Background: an optimization exercise with open tools, aiming at small area, a short achievable clock period and few clock cycles per item. Do not read the settings as production practice. Function was checked by simulation only, so behaviour that the tests miss may differ from the original.

==> run a <==
==> flow/design.v <==
module mod_exp(
    input clk,
    input rst,
    input start,
    input [31:0] base,
    input [31:0] exponent,
    input [31:0] modulus,
    output [31:0] result,
    output reg done
);
    localparam integer J1 = 3;               
    localparam integer J2 = 5;               
    localparam integer DW = 32 + J2 - J1;    
    reg        busy;
    reg        ph;        
    reg        indiv;     
    reg        tone;      
    reg [31:0] s, t, e, M;
    reg [DW-1:0] D;       
    reg [5:0]  L0;        
    reg [5:0]  lim;       
    assign result = t;
    wire tcp = ph && tone && !indiv;    
    wire [31:0] A = (ph && !tcp) ? t : s;
    wire [31:0] P;
    booth32 u_mul(.a(A), .b(s), .p(P));
    wire [31:0] x [0:J2];
    assign x[0] = A;
    genvar k;
    generate
        for (k = 1; k <= J2; k = k + 1) begin : g_step
            wire [31:0] xin = (k == J2 - J1 + 1) ? ((indiv || tcp) ? x[k-1] : P) : x[k-1];
            wire [DW-1:0] dk = D >> (k - 1);
            wire [DW:0] diff = {1'b0, {(DW-32){1'b0}}, xin} - {1'b0, dk};
            wire act = (lim >= k) && !diff[DW];
            assign x[k] = act ? diff[31:0] : xin;
        end
    endgenerate
    wire norm = !M[31];
    wire nz4 = (M[31:28] == 4'd0);
    wire [31:0] Mn = !busy ? modulus : norm ? (nz4 ? {M[27:0], 4'd0} : {M[30:0], 1'b0}) : M;
    wire fin = (lim <= J2);
    wire ehz = (e[31:1] == 31'd0);
    wire fin_all = (!ph && ehz) || (!norm && fin && ph && ehz);
    always @(posedge clk) begin
        M <= Mn;
        if (!busy || norm || fin)
            D <= {Mn, {(J2-J1){1'b0}}};
        else
            D <= D >> J2;
        if (!busy) begin
            s <= base;
            e <= exponent;
            ph <= exponent[0];
            indiv <= 1'b0;
            tone <= 1'b1;
            L0 <= 6'd1 + J2 - J1;
            lim <= 6'd1 + J2 - J1;
        end else if (!ph && ehz) begin
            t <= 32'd1;            
        end else if (norm) begin
            L0 <= L0 + (nz4 ? 6'd4 : 6'd1);
            lim <= L0 + (nz4 ? 6'd4 : 6'd1);
        end else begin
            if (ph) t <= x[J2]; else s <= x[J2];
            if (fin) begin
                lim <= L0;
                indiv <= 1'b0;
                if (!ph) begin
                    e <= e >> 1;
                    ph <= e[1];
                end else begin
                    ph <= 1'b0;
                    tone <= 1'b0;
                end
            end else begin
                lim <= lim - J2;
                indiv <= 1'b1;
            end
        end
    end
    always @(posedge clk or posedge rst) begin
        if (rst) begin
            busy <= 1'b0;
            done <= 1'b0;
        end else if (start) begin
            busy <= 1'b1;
            done <= 1'b0;
        end else if (busy && fin_all) begin
            busy <= 1'b0;
            done <= 1'b1;
        end
    end
endmodule
module booth32(input [31:0] a, input [31:0] b, output [31:0] p);
  wire [32:0] bb = {b, 1'b0};
  wire [31:0] rows [0:15];
  wire [31:0] negv;
  genvar i;
  generate for (i = 0; i < 16; i = i + 1) begin : g
    wire b0 = bb[2*i], b1 = bb[2*i+1], b2 = bb[2*i+2];
    wire neg = b2 & ~(b1 & b0);
    wire one = b1 ^ b0;
    wire two = (b2 & ~b1 & ~b0) | (~b2 & b1 & b0);
    wire [32:0] a2 = {a, 1'b0};
    wire [31:0] mag = ({32{one}} & a) | ({32{two}} & a2[31:0]);
    wire [31:0] r = (mag ^ {32{neg}});
    assign rows[i] = r << (2*i);
    assign negv[2*i] = neg;
    assign negv[2*i+1] = 1'b0;
  end endgenerate
  assign p = rows[0] + rows[1] + rows[2] + rows[3] + rows[4] + rows[5] + rows[6] + rows[7] + rows[8] + rows[9] + rows[10] + rows[11] + rows[12] + rows[13] + rows[14] + rows[15] + negv;
endmodule
==> flow/run.sh <==
#!/bin/bash
# synth_recipe.tcl (not shown) runs the flow's synth.tcl, then flattens the netlist and writes it again
# the make line also repeats each setting of config.mk as NAME=value (left out here)
make -C /OpenROAD-flow-scripts/flow DESIGN_CONFIG=/design/flow/config.mk WORK_HOME=/design/flow/orfs CLKGATE_MAP_FILE= SYNTH_SCRIPT=/design/flow/synth_recipe.tcl finish
==> flow/config.mk <==
export PLATFORM = sky130hd
export DESIGN_NAME = mod_exp
export DESIGN_NICKNAME = mod_exp
export VERILOG_FILES = /design/flow/design.v
export SDC_FILE = /design/flow/constraint.sdc
export NUM_CORES = 4
export LEC_CHECK = 0
export ABC_AREA = 1
export CAP_MARGIN = 20
export CORE_MARGIN = 2
export CORE_UTILIZATION = 40
export SLEW_MARGIN = 20
==> flow/constraint.sdc <==
create_clock -name core_clock -period 95.0 [get_ports {clk}]
set_input_delay 19.0000 -clock core_clock [delete_from_list [all_inputs] [get_ports {clk}]]
set_output_delay 19.0000 -clock core_clock [all_outputs]
set_load 0.01 [all_outputs]
==> run b: changes against run a <==
==> flow/design.v, changed modules only <==
module mod_exp(
    input clk,
    input rst,
    input start,
    input [31:0] base,
    input [31:0] exponent,
    input [31:0] modulus,
    output reg [31:0] result,
    output reg done
);
    reg [31:0] temp;
    reg [31:0] exp;
    reg [31:0] base_reg;  
    reg [4:0] bit_idx;
    reg [1:0] state;
    always @(posedge clk or posedge rst) begin
        if (rst) begin
            done <= 0;
            state <= 0;
            result <= 0;
        end else begin
            case (state)
                0: begin
                    if (start) begin
                        temp <= 1;
                        exp <= exponent;
                        base_reg <= base;  
                        bit_idx <= 0;
                        done <= 0;
                        state <= 1;
                    end
                end
                1: begin
                    if (exp[bit_idx]) begin
                        temp <= (temp * base_reg) % modulus;
                    end
                    base_reg <= (base_reg * base_reg) % modulus;  
                    if (bit_idx == 31) begin
                        result <= exp[bit_idx] ? (temp * base_reg) % modulus : temp;
                        done <= 1;
                        state <= 0;
                    end else begin
                        bit_idx <= bit_idx + 1;
                    end
                end
                default: state <= 0;
            endcase
        end
    end
endmodule
// module booth32 removed
Settings changed: ABC_AREA 1 to unset.
==> reports/metrics.cfg <==
[placement]
gp_congestion=1.026

[global_route]
antenna_found_initial=12

[status]
status=timing/DRC/antenna clean

[sta]
setup_slack_ns=3.813

[setup_path]
reg2reg_slack_ns=15.74

[yosys]
syn_avg_cell_area_um2=7.449

[cells_and_area]
mostFrequentLayoutCells=buf_4 (1,975), nand2_1 (1,462), inv_1 (1,323), ha_1 (1,312), nor2_1 (1,071)

That was run b.
==> reports/metrics.cfg <==
[setup_path]
reg2reg_slack_ns=75.02

[cells_and_area]
final_util_pct=44.20
multi_input_area_share_pct=68.35
mostFrequentLayoutCells=nand2_1 (986), inv_1 (596), xor2_1 (325), ha_1 (279), o21ai_0 (260)

[placement]
portBuffers=131
gp_congestion=0.9953

[status]
status=timing/DRC/antenna clean

[global_route]
antenna_found_initial=1

[sta]
setup_slack_ns=74.57

[yosys]
yosys_warnings=2

That was run a.
Testbench counts of run a, summed over its fixed seeds: cycles 30,693, ops 320.
Testbench counts of run b, summed over its fixed seeds: cycles 10,560, ops 320.

re-timing with driven ports:
The flow's constraints put no driver on any port. The routed layouts listed below were extracted and timed again, unchanged, in two steps.
Step 1, drivers: a clkbuf_16 drives clk and a buf_2 each remaining input, both assumed.
Step 2 times the ports against the registers' clock, not the clock port: input delays grow and output delays shrink by t, the midpoint of the rising clock arrivals with the driver on.
Slacks: ideal / step 1 / step 2; pairs: ideal / step 1.
| run | t (ns) | setup WS [ns] | worst setup path after step 2 | worst slew at a driven data input, ns |
|---|---|---|---|---|
| run a | 0.506 | 74.571 / 74.520 / 74.953 | input to register | 0.06 |
| run b | 0.468 | 3.813 / 3.800 / 3.332 | input to register | 0.12 |
After both steps setup and hold are still met in every run listed. For run b, which loses most, drivers alone change the setup slack by -0.013 ns; drivers and shift together by -0.481 ns.
